Context: an optimization exercise on an open-source flow, tuned for small area and a short achievable clock period. The choices shown serve that exercise and are no tape-out recipe. Function was not checked in any run shown here: the RTL went through the layout flow alone. No activity file was given, so power comes from the tool's default toggle rates.

## flow/design.v (module list and top-level ports; edited modules follow where they fit)
// module FA: 7 lines
// module BSEL: 6 lines
// module BSELN: 6 lines
// module HA: 7 lines
// module KSA: 455 lines
// module Booth: 2735 lines
module Booth (
    input  CLK, RST,
    input  [31:0] x, y,
    output [63:0] p
);
  // ...
==> flow/run.sh <==
#!/bin/bash
# synth_recipe.tcl (not shown) runs the flow's synth.tcl, then flattens the netlist and writes it again
# the make line also repeats each setting of config.mk as NAME=value (left out here)
make -C /OpenROAD-flow-scripts/flow DESIGN_CONFIG=/design/flow/config.mk WORK_HOME=/design/flow/orfs CLKGATE_MAP_FILE= SYNTH_SCRIPT=/design/flow/synth_recipe.tcl finish
==> flow/config.mk <==
export PLATFORM = sky130hd
export DESIGN_NAME = Booth
export DESIGN_NICKNAME = Booth
export VERILOG_FILES = /design/flow/design.v
export SDC_FILE = /design/flow/constraint.sdc
export NUM_CORES = 4
export LEC_CHECK = 0
export CAP_MARGIN = 20
export CORE_MARGIN = 2
export CORE_UTILIZATION = 40
export SETUP_SLACK_MARGIN = 3.8
export SLEW_MARGIN = 20
export SYNTH_HIERARCHICAL = 1
export SYNTH_MINIMUM_KEEP_SIZE = 0
==> flow/constraint.sdc <==
create_clock -name core_clock -period 7.5 [get_ports {CLK}]
set_input_delay 1.5000 -clock core_clock [delete_from_list [all_inputs] [get_ports {CLK}]]
set_output_delay 1.5000 -clock core_clock [all_outputs]
set_load 0.01 [all_outputs]
==> flow_summary_export.csv, run 1 <==
group,metric,value,unit
timing,hold_slack,908,ps
setup_path,worst-path-stages,17,
logic_synthesis,yosysTopAreaCellShare,30.7,%
logic_synthesis,synth_fa_ha_area_share,36.1,%
setup_path,path_max_fanout,4,
logic_synthesis,synth_common_cells,"546 x xnor2_1, 528 x a22oi_2, 440 x fa_1",
setup_path,crit_path_top_delay_cell,"fa_2",
timing,setup-violations-final,0,
setup_path,worstSetupPathType,"flip-flop to output port",
logic_synthesis,syn_area_per_cell,12.7,sq um
detailed_routing,top_layer_used,"met4",
timing,relSlewSlack,44.5,%
logic_synthesis,synthSimpleGateAreaFrac,4.18,%
final_layout,regArea,4460,sq um
timing,finalWorstSetupSlack,2140,ps
detailed_routing,met2_length,59700,microns
timing,finalSetupTns,0,ps
timing,maxSlewViolCount,0,
floorplan,die_h,272,microns
clock_tree,cts_buffers,25,
place,dpl.hpwl,62500,microns
detailed_routing,avgRoutedWirePerCell,34.4,microns
clock_tree,post-cts-setup-buffer-count,512,
pwr,p_per_area,476,nW/um^2
clock_tree,hold_buffers,0,
clock_tree,cts.sinks,207,
setup_path,worst-path-buf-inv,5,
setup_path,reg2reg_depth,10,
logic_synthesis,synth.area.top_cells,"fa_1 31%, a22oi_2 23%, xnor2_1 17%, dfxtp_1 14%, ha_1 5.4%",
clock_tree,clock_latency,620,ps
run_status,status,"no timing/DRC/antenna violations",
timing,period_needed,5360,ps
clock_tree,clockRootBuffer,"clkbuf_16",
job,cap_violations,0,
place,dp_slack,1880,ps
min_path,min_path_cells,2,
final_layout,largestClassByArea,"multi-input combinational cells",
grt,grt_start_max_net_pins,29,
setup_path,critPathCaptureType,"output port",
setup_path,r2r_slack,3420,ps
detailed_routing,drc,0,
timing,period_share,71.5,%
clock_tree,path_clk_slew,60,ps
logic_synthesis,synth_top_family_by_area,"adder cells",
==> run 2, diff against run 1 <==
--- a/flow/config.mk
+++ b/flow/config.mk
@@ -8,7 +8,7 @@
 export CAP_MARGIN = 20
 export CORE_MARGIN = 2
 export CORE_UTILIZATION = 40
-export SETUP_SLACK_MARGIN = 3.8
+export SETUP_SLACK_MARGIN = 3.0
 export SLEW_MARGIN = 20
 export SYNTH_HIERARCHICAL = 1
 export SYNTH_MINIMUM_KEEP_SIZE = 0
==> run 2 against run 1 <==
Compared with the run above:
- cell count down 8.7%
- power down 14%
- combinational power down 18%
- setup slack better by 11 ps
- maximum frequency up 0.20%
- core utilization down 9.4 points
- clock power up 5%
- count of clock-buffer cells in the layout down 3
==> flow_summary_export.csv, run 2 <==
group,metric,value,unit
run_status,status,"no timing/DRC/antenna violations",
logic_synthesis,yosysWarnings,7,
job,cap_violations,0,
grt,grt.met2_usage,44.7,%
clock_tree,clock_latency,610,ps
clock_tree,cts_tree,"yes",
grt,grt_pass1_wl,151000,microns
setup_path,crit_path_top_delay_cell,"fa_2",
timing,finClkSkew,15.8,ps
grt,overflow,0,
timing,maxSlewViolCount,0,
place,port_buffers,129,
pwr,leakage,12.1,nW
final_layout,drive_above_1_share,41.8,%
detailed_routing,drc,0,
setup_path,worstSetupPathType,"flip-flop to output port",
logic_synthesis,synthesis.area,28700,sq um
setup_path,critical-path-max-stage-delay,360,ps
logic_synthesis,yosysTopAreaCellShare,30.7,%
final_layout,mostFrequentLayoutCells,"534 x xnor2_1, 528 x a22oi_2, 437 x fa_1",
setup_path,crit_family,"compound AO/OA/AOI/OAI gates",
logic_synthesis,netlist_instances,2262,
timing,relSlewSlack,40.0,%
timing,finalSetupTns,0,ps
floorplan,die_w,272,microns
logic_synthesis,yosysUniqueCellTypes,62,
grt,grt_pass1_vias,23100,
final_layout,post-route-util,49.0,%
floorplan,start_util,40.2,%
grt,grt_usage,27.3,%
logic_synthesis,syn_area_per_cell,12.7,sq um
grt,top_usage_layer,"met2",
logic_synthesis,ys_seq_area_share,14.5,%
setup_path,arrival,3850,ps
detailed_routing,avgRoutedWirePerCell,28.4,microns
setup_path,worst-path-buf-inv,4,
setup_path,crit_chain,"ha_2 > inv_2 > fa_2 > nand2b_4 > a211oi_4 > o21ai_4 > a211oi_4 > buf_6 > a31oi_4 > o21ai_4 > buf_6 > a311oi_4 > o21ba_1 > xnor2_1 > nor2b_2 > buf_2",
logic_synthesis,yosysMostFrequentCell,"xnor2_1",
detailed_routing,ant_nets,0,
logic_synthesis,async_flop_share,0,%
logic_synthesis,synth_edf_count,0,
floorplan,pin_count,130,
setup_path,critPathLaunchType,"flip-flop",
logic_synthesis,synth_ff_type,"dfxtp_1",
timing,hold_viol,0,
final_layout,final_cells,3620,
clock_tree,cts.sinks,207,
grt,grt_use_met1,35.6,%
floorplan,die_h,272,microns
floorplan,core,71200,sq um
final_layout,area_growth,21.9,%
timing,rsz0062_at_grt,"yes",
timing,hold_slack,718,ps
final_layout,regMostFlops,"sa",
pwr,peakVddDrop,0.324,mV
detailed_routing,drt_wl_total,103000,microns
pwr,p_per_area,487,nW/um^2
timing,period_share,71.4,%
detailed_routing,drt-pass1-iter-count,6,
final_layout,diodes,0,
final_layout,largest_reg_flops,64,
logic_synthesis,synth_seq_cells,207,
logic_synthesis,synth_top_cell_by_area,"fa_1",
grt,grt_start_max_net_pins,35,
detailed_routing,viasPerCell,5.95,
detailed_routing,drt_iter0_markers,1726,
detailed_routing,vias,21600,
floorplan,design.die.area,73800,sq um
timing,setup-violations-final,0,
clock_tree,hold_buffers,0,
final_layout,final_common_cell,"xnor2_1",
timing,tightest_slew,900,ps
grt,use_met3,5.46,%
logic_synthesis,synth_common_cells,"546 x xnor2_1, 528 x a22oi_2, 440 x fa_1",
place,dp.cells,3444,
clock_tree,htree_levels,1,
clock_tree,path_clk_slew,60,ps
setup_path,critPathCaptureType,"output port",
floorplan,rows,98,
setup_path,path_max_fanout,4,
timing,period_needed,5350,ps
place,dpl.hpwl,71500,microns
final_layout,fin_nets,3281,
place,place.gp.congestion,0.893,
grt,grt_antenna_before_repair,1,
clock_tree,cts_buffers,27,
logic_synthesis,synth.area.top_cells,"fa_1 31%, a22oi_2 23%, xnor2_1 17%, dfxtp_1 14%, ha_1 5.4%",
final_layout,fillCellCount,6317,
setup_path,required,6000,ps
min_path,hp-class,"flip-flop to flip-flop",
clock_tree,clockBufferDepth,3,
timing,fmax,187,MHz
clock_tree,clockRootBuffer,"clkbuf_16",
## run 2: cell counts after synthesis
Identical to the previous run, type by type.
## run 2: worst paths after layout
path	from	cells after the start	endpoint	slack (ps)
hold reg to reg	neg[1]$_DFF_P_	1	sa[2]$_DFF_P_	720
hold / removal	neg[1]$_DFF_P_	1	sa[2]$_DFF_P_	720
setup / recovery	sa[0]$_DFF_P_	16	p[43]	2150
setup reg to reg	xr[26]$_DFF_P_	10	fb_in[32]$_DFF_P_	3070
## run 2: stage by stage
step | area [sq um] | power (mW) | worst slack (ps)
finish | 34900 | 17.0 | 2150
detailed placement | 31900 | 14.9 | 1630
global placement | 31900 | 14.8 | 1620
global route | 34900 | 18.8 | 2010
floorplan | 28800 | 10.5 | 3200
CTS | 33800 | 16.9 | 2100
## run 2: kinds of logic (layout without fill, tap and decap cells)
| family | after synthesis | in the layout | synth area share [%] |
|---|---|---|---|
| AO/OA/AOI/OAI | 649 | 649 | 26.0 |
| XOR/XNOR | 595 | 595 | 18.2 |
| adder cells (fa/ha/maj) | 563 | 563 | 36.1 |
| flip-flops | 207 | 207 | 14.5 |
| AND/OR/NAND/NOR | 184 | 184 | 4.18 |
| buffers and inverters | 63 | 454 | 1.04 |
| other | 1 | 18 | 0.0131 |
## run 2: power by group
part	internal, mW	switching (mW)	leakage (nW)	total, mW
Sequential	1.81	0.352	1.76	2.16
Combinational	6.50	6.99	9.90	13.5
Clock	0.812	0.549	0.445	1.36
Total	9.12	7.89	12.1	17.0
## run 2: area by class of cell
| type | count | area (sq um) | share of cell area [%] |
|---|---|---|---|
| inverter | 55 | 206 | 0.591 |
| clock inverter | 12 | 165 | 0.473 |
| clock buffer | 35 | 756 | 2.16 |
| sequential | 207 | 4390 | 12.6 |
| timing repair buffer | 352 | 3120 | 8.92 |
| tap | 950 | 1190 | 3.40 |
| multi-input combinational | 2009 | 25100 | 71.9 |
## run 2: Yosys stat by module (local to each module, per instance)
module | copies in the design | area (sq um)
BSEL | 512 | 21.3
BSELN | 16 | 21.3
Booth | 1 | 5270
FA | 434 | 20.0
HA | 61 | 12.5
KSA | 1 | 2700
## run 2: what timing repair did
action                                  4_1_cts  5_1_grt
pin swaps                                    69       49
setup buffers                                41       88
hold endpoints to repair                      0        0
endpoints found under the setup margin      103       82
cloned                                        0        0
gates resized for setup                     357      137
## run 2: layer usage
metal	wire [microns]	up-vias
met1	41700	11300
li1	-	8926
met2	48600	1077
met4	4310	0
met3	8350	221
met5	0	-

-- afterwards: timing with drivers on the ports --
The flow's constraints put no driver on any port. The routed layouts listed below were extracted and timed again, unchanged, in two steps. Step 1 sets driving cells, clkbuf_16 on the clock port and buf_2 on the other inputs (assumed; they add their load-dependent delay and slew). Step 2 moves the port delays by t, midway between the first and last clock arrival at a register: inputs arrive t later, outputs are due t later. That takes back most of the time a late clock gives input paths. Three values: ideal, step 1, step 2; two values: the first two.
| run | t, ns | setup slack, ns | worst hold slack (ns) | worst setup path at the end | latest minus earliest clock arrival (ns) |
|---|---|---|---|---|---|
| run 1 | 0.680 | 2.137 / 2.068 / 2.748 | 0.908 / 0.908 / 0.908 | register to output | 0.022 / 0.022 |
| run 2 | 0.664 | 2.148 / 2.081 / 2.745 | 0.718 / 0.718 / 0.718 | register to output | 0.017 / 0.016 |
After both steps every run listed still meets setup and hold.
